Source: an optimization exercise on an open RTL-to-GDS flow (aim: small area, a short achievable clock period and few clock cycles per item). Production flows keep margins and buffers that such runs may drop.
Where RTL was checked, it was by simulation tests only, not by an equivalence proof against the original.

sierra:
==> flow/design.v (excerpt) <==
module multiplier #(MANT_BITS=23, EXP_BITS=8)(
	input wire clk,
	input wire reset_n,
	input wire input_valid,
	input logic [EXP_BITS+MANT_BITS:0] in_a,
	input logic [EXP_BITS+MANT_BITS:0] in_b,
	output logic [EXP_BITS+MANT_BITS:0] data_out,
	output logic output_valid
);
Size: about 1900 cells after synthesis, ~100 flip-flops, about 100 I/O pins.
Settings: LEC_CHECK=0, CAP_MARGIN=20, CORE_MARGIN=2, CORE_UTILIZATION=40, SETUP_SLACK_MARGIN=2.0, SLEW_MARGIN=20, SYNTH_HIERARCHICAL=1; clock period 8.0 ns.
run.sh (not shown) runs the stock make flow with config.mk's settings and CLKGATE_MAP_FILE= SYNTH_SCRIPT=/design/flow/synth_recipe.tcl, a recipe that flattens the netlist after the stock synthesis.
Testbench counts of sierra, summed over its fixed seeds: cycles 3,200, items 3,200.
The following lists how fjord was set up differently from sierra:
Settings: swapping 2.0 for 1.5 in SETUP_SLACK_MARGIN.
==> comparison <==
fjord finished all stages; the layout is clean. Routed wire length shrinks slightly when moving from sierra to fjord. Per the comparison of fjord with sierra, final period demand of the worst path rose by 0.25 ns; delay of the slowest critical-path stage grew by 0.05 ns; final area went down by about 2%. The higher fill cell instance count of the final layout of sierra and fjord is in fjord. Compared with sierra, first-pass GRT wire length in fjord decreased slightly.
For pepper, these inputs were changed with respect to fjord:
Settings: SETUP_SLACK_MARGIN now 2.0, was 1.5.
==> flow/flow/run.sh (new file) <==
#!/bin/bash
set -euo pipefail
export BUFFER_PORTS_ARGS="-buffer_cell sky130_fd_sc_hd__buf_4"
bash standard.sh > standard.log 2>&1
==> flow/standard.sh (new file) <==
#!/bin/bash
# synth_recipe.tcl (not shown) runs the flow's synth.tcl, then flattens the netlist and writes it again
# the make line also repeats each setting of config.mk as NAME=value (left out here)
make -C /OpenROAD-flow-scripts/flow DESIGN_CONFIG=/design/flow/config.mk WORK_HOME=/design/flow/orfs CLKGATE_MAP_FILE= SYNTH_SCRIPT=/design/flow/synth_recipe.tcl "${@:-finish}"
removed: flow/run.sh
==> run summary <==
Between fjord and pepper, the fraction of area in clock buffers and inverters figures differ only marginally. The run with more setup slack is pepper; fjord has less. fjord -> pepper: routed wire length on met2 decreased by a few percent.

---

Another version of the RTL of multiplier (not shown whole).
Size: about 1900 cells after synthesis, roughly 100 flip-flops, about 100 I/O pins.
==> flow/design.v (excerpt) <==
module multiplier #(MANT_BITS=23, EXP_BITS=8)(
	input wire clk,
	input wire reset_n,
	input wire input_valid,
	input logic [EXP_BITS+MANT_BITS:0] in_a,
	input logic [EXP_BITS+MANT_BITS:0] in_b,
	output logic [EXP_BITS+MANT_BITS:0] data_out,
	output logic output_valid
);
Settings: LEC_CHECK=0, CAP_MARGIN=20, CORE_MARGIN=2, CORE_UTILIZATION=40, SLEW_MARGIN=20, SYNTH_HIERARCHICAL=1; clock period 8.0 ns.
Stock flow here: none of the scripts above is used.
Next try:
SETUP_SLACK_MARGIN = 2.5   (was default)
=>
- clock-buffer cell count stays the same
- hold slack is worse by 0.038 ns
- wire length rises by 19%
- cell area rises by 21%
- worst setup slack is better by 1.1 ns
- global-route usage rises by 3.7 points
Next try:
SETUP_SLACK_MARGIN = 1.5   (was 2.5)
Effect: The changed run finished with timing, DRC and antenna clean. Register-to-register slack got worse by 0.57 ns. Critical path depth shrinks by 5. Cell count is lower by 8.8%. Wire length shrinks by 15%. Worst setup slack got worse by 0.71 ns.
Next try:
SETUP_SLACK_MARGIN = 3.5   (was 1.5)
After rerunning: Non-clock buffer count increases by 357. Wire length increases by 28%. Final cell count increases by 14%. Flip-flop and latch count stays the same. Sequential share of layout area decreases by 2.5 points. Worst setup slack is better by 0.80 ns. Cell area increases by 30%. Area after synthesis stays the same. Die area does not change.
No functional check of the RTL was part of any run of this note.

---

multiplier, a different RTL version from the one above (not shown whole).
Size in the first run: about 110 flip-flops, roughly 100 I/O pins, roughly 0.018 mm² of cells after synthesis.
==> flow/config.mk <==
export PLATFORM = sky130hd
export DESIGN_NAME = multiplier
export DESIGN_NICKNAME = multiplier
export VERILOG_FILES = /design/flow/design.v
export SDC_FILE = /design/flow/constraint.sdc
export NUM_CORES = 4
export LEC_CHECK = 0
export CAP_MARGIN = 20
export CORE_MARGIN = 2
export CORE_UTILIZATION = 60
export SETUP_SLACK_MARGIN = 2.3
export SLEW_MARGIN = 20
export SYNTH_HIERARCHICAL = 1
==> flow/constraint.sdc <==
create_clock -name core_clock -period 8.0 [get_ports {clk}]
set_input_delay 1.6000 -clock core_clock [delete_from_list [all_inputs] [get_ports {clk}]]
set_output_delay 1.6000 -clock core_clock [all_outputs]
set_load 0.01 [all_outputs]
standard.sh (not shown) runs the stock make flow with config.mk's settings and CLKGATE_MAP_FILE= SYNTH_SCRIPT=/design/flow/synth_recipe.tcl, a recipe that flattens the netlist after the stock synthesis.
==> flow/flow/run.sh <==
#!/bin/bash
set -euo pipefail
export BUFFER_PORTS_ARGS="-buffer_cell sky130_fd_sc_hd__buf_4"
bash standard.sh > standard.log 2>&1
Edit:
CORE_UTILIZATION = 65   (was 60)
Global-route usage goes up by 1.9 points.
Sequential share of layout area goes up by 0.13 points.
Routed wire length hardly moves.
Die area goes down by 7.5%.
Final area goes down by 1.1%.
Worst setup slack loses 0.027 ns.
Synthesized area is unchanged.
No run of this note included a check of the RTL's function; only the layout flow was run.

---

Setup of build 86:
multiplier, a different RTL version from the one above (not shown whole).
Size in the first run: about 1800 cells after synthesis, roughly 110 flip-flops.
Settings: LEC_CHECK=0, CAP_MARGIN=20, CORE_MARGIN=2, CORE_UTILIZATION=65, SETUP_SLACK_MARGIN=2.2, SLEW_MARGIN=20, SYNTH_HIERARCHICAL=1; clock period 8.0 ns.
Scripts as last shown in full above: flow/flow/run.sh
Testbench counts of build 86, summed over its fixed seeds: cycles 3,200, items 3,200.
diff inputs: build 86 => build 7
Settings: swapping 65 for 60 in CORE_UTILIZATION; swapping 2.2 for 2.7 in SETUP_SLACK_MARGIN.
### Flow results
- As far as clock-pin slew of the registers on the worst-case setup and hold paths is concerned, build 86 and build 7 perform about the same.
- On post-route fraction of the period consumed by the critical path, the higher figure sits with build 86, not build 7.
- The faster design of the two is build 7; build 86 tops out lower.
- In the metrics for build 7 and build 86, the one carrying the higher wire length is build 7.
- Diff build 86..build 7 | clock-cell share of area | negligible
- Build 7 ends up with a global-route usage that is 0.85 points lower than in build 86.
- Build 7 against build 86: core utilization now smaller, number of antenna-violating nets in the routed design comparable, final critical path time including I/O delays and setup now smaller.
For build 47, these inputs were changed with respect to build 7:
Settings: swapping 2.7 for 2.3 in SETUP_SLACK_MARGIN.
==> comparison <==
- Build 7 → build 47: setup slack of the worst register-to-register path fell by 0.17 ns, count of placed standard cells in the final layout, fillers left out fell by 50, overall routed net length fell by 2.3 mm, met2 wire length fell by about 2%.
- The clock period minus final worst setup slack reported for build 47 is greater than that of build 7 by 0.24 ns.
- Summary — non-clock buffer count, build 47 relative to build 7: lower, by 34.
- Lower average vias per placed instance goes to build 47 over build 7.
- Build 7 ended up with rb[10] as its capture point of the worst path; build 47 ended up with rb[11].
Inputs modified between build 47 and build 23:
Settings: CORE_UTILIZATION changed from 60 to 65.
[summary]
Every run (build 23 and build 47) finished clean. Compared with build 47, in build 23 routed wire length shrank by 950 um, number of global-route vias before repair up about 0.4%, tightest hold margin went down. Higher die area was reported by build 47, not build 23.

---

Setup of red:
multiplier, a different RTL version from the one above (not shown whole).
Size: about 100 flip-flops, ~19,000 um2 of cells after synthesis.
## multiplier
module multiplier #(MANT_BITS=23, EXP_BITS=8)(
	input wire clk,
	input wire reset_n,
	input wire input_valid,
	input logic [EXP_BITS+MANT_BITS:0] in_a,
	input logic [EXP_BITS+MANT_BITS:0] in_b,
	output logic [EXP_BITS+MANT_BITS:0] data_out,
	output logic output_valid
);
clock: 8.0 ns
lec_check: 0
cap_margin: 20
core_margin: 2
core_utilization: 65
setup_slack_margin: 2.5
slew_margin: 20
synth_hierarchical: 1
==> flow/flow/run.sh <==
#!/bin/bash
set -euo pipefail
export BUFFER_PORTS_ARGS="-buffer_cell sky130_fd_sc_hd__buf_2"
bash standard.sh > standard.log 2>&1
The final layout from red, which completed every stage, passed the timing, DRC and antenna checks at the end of the flow.
Testbench counts of red, summed over its fixed seeds: cycles 3,200, items 3,200.
#### Input delta (blue over red)
# red
export LEC_CHECK = 0
export CAP_MARGIN = 20
export CORE_MARGIN = 2
export CORE_UTILIZATION = 65
export SETUP_SLACK_MARGIN = 2.5
export SLEW_MARGIN = 20
export SYNTH_HIERARCHICAL = 1
create_clock -name core_clock -period 8.0 [get_ports {clk}]
# blue
export LEC_CHECK = 0
export CAP_MARGIN = 20
export CORE_MARGIN = 2
export CORE_UTILIZATION = 45
export SETUP_SLACK_MARGIN = 3.0
export SLEW_MARGIN = 20
export SYNTH_HIERARCHICAL = 1
create_clock -name core_clock -period 8.0 [get_ports {clk}]
==> flow/flow/run.sh <==
#!/bin/bash
set -euo pipefail
export BUFFER_PORTS_ARGS="-buffer_cell sky130_fd_sc_hd__buf_4"
bash standard.sh > standard.log 2>&1
[summary]
Die size: blue exceeds red. Taking red over blue, the final area ratio works out to 0.877. The run showing the greater layout overhead on the synthesized area is blue. The higher source-to-sink clock delay at the later pin of the worst-skew pair of red and blue is in blue. Lower critical path depth was reported by red, not blue. blue: number of diodes is 1 lower than what red reported.

---

Starting RTL as in the previous note.
Settings: LEC_CHECK=0, CAP_MARGIN=20, CORE_MARGIN=2, CORE_UTILIZATION=65, SETUP_SLACK_MARGIN=3.0, SLEW_MARGIN=20, SYNTH_HIERARCHICAL=1; clock period 8.0 ns.
==> flow/flow/run.sh <==
#!/bin/bash
set -euo pipefail
export BUFFER_PORTS_ARGS="-buffer_cell sky130_fd_sc_hd__buf_4"
bash standard.sh > standard.log 2>&1
The starting point failed in 5_1_grt.
Testbench counts at the start, summed over its fixed seeds: cycles 3,200, items 3,200.
==> next run, changes <==
- SETUP_SLACK_MARGIN: 3.0 -> 2.2
- The changed run finished clean
- area after synthesis does not change
- synthesized cell count does not change
==> next run, changes <==
- SETUP_SLACK_MARGIN: 2.2 -> 2.5
- TNS_END_PERCENT: unset -> 10
Effect:
- The new run completed with no timing, DRC or antenna violations
- clock skew is about the same
- fmax went up by about 3.4%
- count of clock-buffer cells in the layout stays the same
- flip-flop and latch count does not change
- register-to-register slack improves by 0.25 ns
- via count stays flat
- wire length went down by 1.1%
==> next run, changes <==
- CORE_UTILIZATION: 65 -> 50
- TNS_END_PERCENT: 10 -> unset
Effect:
- The changed run went through all stages and came out clean
- routed wire length goes up by 6.5%
- area after synthesis is unchanged
- non-clock buffer count rose by 39
- worst hold slack gains 0.040 ns
- count of clock-buffer cells in the layout stays the same
- core utilization falls by 15 points
- clock skew climbs by 0.011 ns

what the ideal ports hide:
Ports are ideal in the flow. The routed layouts listed here were re-timed in OpenROAD. Step 1 assumes that a clkbuf_16 drives the clock port and a buf_2 every other input. Step 2 adds t to the input delays and takes it off the output delays; t is the mean of the earliest and latest rising clock arrival at the registers after step 1. Input paths then give back, and output paths get back, about the clock's delay inside the block. Slacks: ideal / step 1 / step 2; pairs: ideal / step 1.
| run | t, ns | slack for setup (ns) | hold slack, ns | worst setup path at the end | cell pins on the clock port's net |
|---|---|---|---|---|---|
| sierra | 0.458 | 1.962 / 1.992 / 1.534 | 0.582 / 0.582 / 0.582 | input to register | 1 |
| fjord | 0.455 | 1.714 / 1.743 / 1.288 | 0.591 / 0.591 / 0.591 | input to register | 1 |
| pepper | 0.445 | 2.120 / 2.150 / 1.706 | 0.591 / 0.591 / 0.591 | input to register | 1 |
| the first run of note 2 | 0.450 | 1.198 / 1.227 / 0.777 | 0.589 / 0.589 / 0.589 | input to register | 1 |
| the second run of note 2 | 0.453 | 2.307 / 2.253 / 1.800 | 0.551 / 0.551 / 0.551 | input to register | 1 |
| the third run of note 2 | 0.456 | 1.597 / 1.624 / 1.168 | 0.588 / 0.588 / 0.588 | input to register | 1 |
| the fourth run of note 2 | 0.462 | 2.393 / 2.409 / 1.947 | 0.587 / 0.587 / 0.587 | input to register | 1 |
| the first run of note 3 | 0.440 | 2.364 / 2.384 / 1.958 | 0.610 / 0.610 / 0.610 | input to register | 1 |
| the second run of note 3 | 0.435 | 2.337 / 2.368 / 1.933 | 0.605 / 0.605 / 0.605 | input to register | 1 |
| build 86 | 0.412 | 2.272 / 2.299 / 1.887 | 0.582 / 0.582 / 0.582 | input to register | 1 |
| build 7 | 0.426 | 2.603 / 2.610 / 2.184 | 0.628 / 0.628 / 0.628 | input to register | 1 |
| build 47 | 0.423 | 2.359 / 2.386 / 1.963 | 0.615 / 0.615 / 0.615 | input to register | 1 |
| build 23 | 0.406 | 2.426 / 2.426 / 2.053 | 0.601 / 0.601 / 0.601 | input to register | 1 |
| red | 0.440 | 2.504 / 2.540 / 2.100 | 0.525 / 0.525 / 0.525 | input to register | 1 |
| blue | 0.453 | 2.692 / 2.704 / 2.251 | 0.519 / 0.519 / 0.519 | input to register | 1 |
| the second run of note 6 | 0.440 | 2.259 / 2.287 / 1.848 | 0.581 / 0.581 / 0.581 | input to register | 1 |
| the third run of note 6 | 0.438 | 2.449 / 2.482 / 2.044 | 0.534 / 0.534 / 0.534 | input to register | 1 |
| the fourth run of note 6 | 0.437 | 2.508 / 2.537 / 2.100 | 0.574 / 0.574 / 0.574 | input to register | 1 |
After both steps setup and hold are still met in every run listed. For the second run of note 2, which loses most, drivers alone change the setup slack by -0.054 ns; drivers and shift together by -0.507 ns.
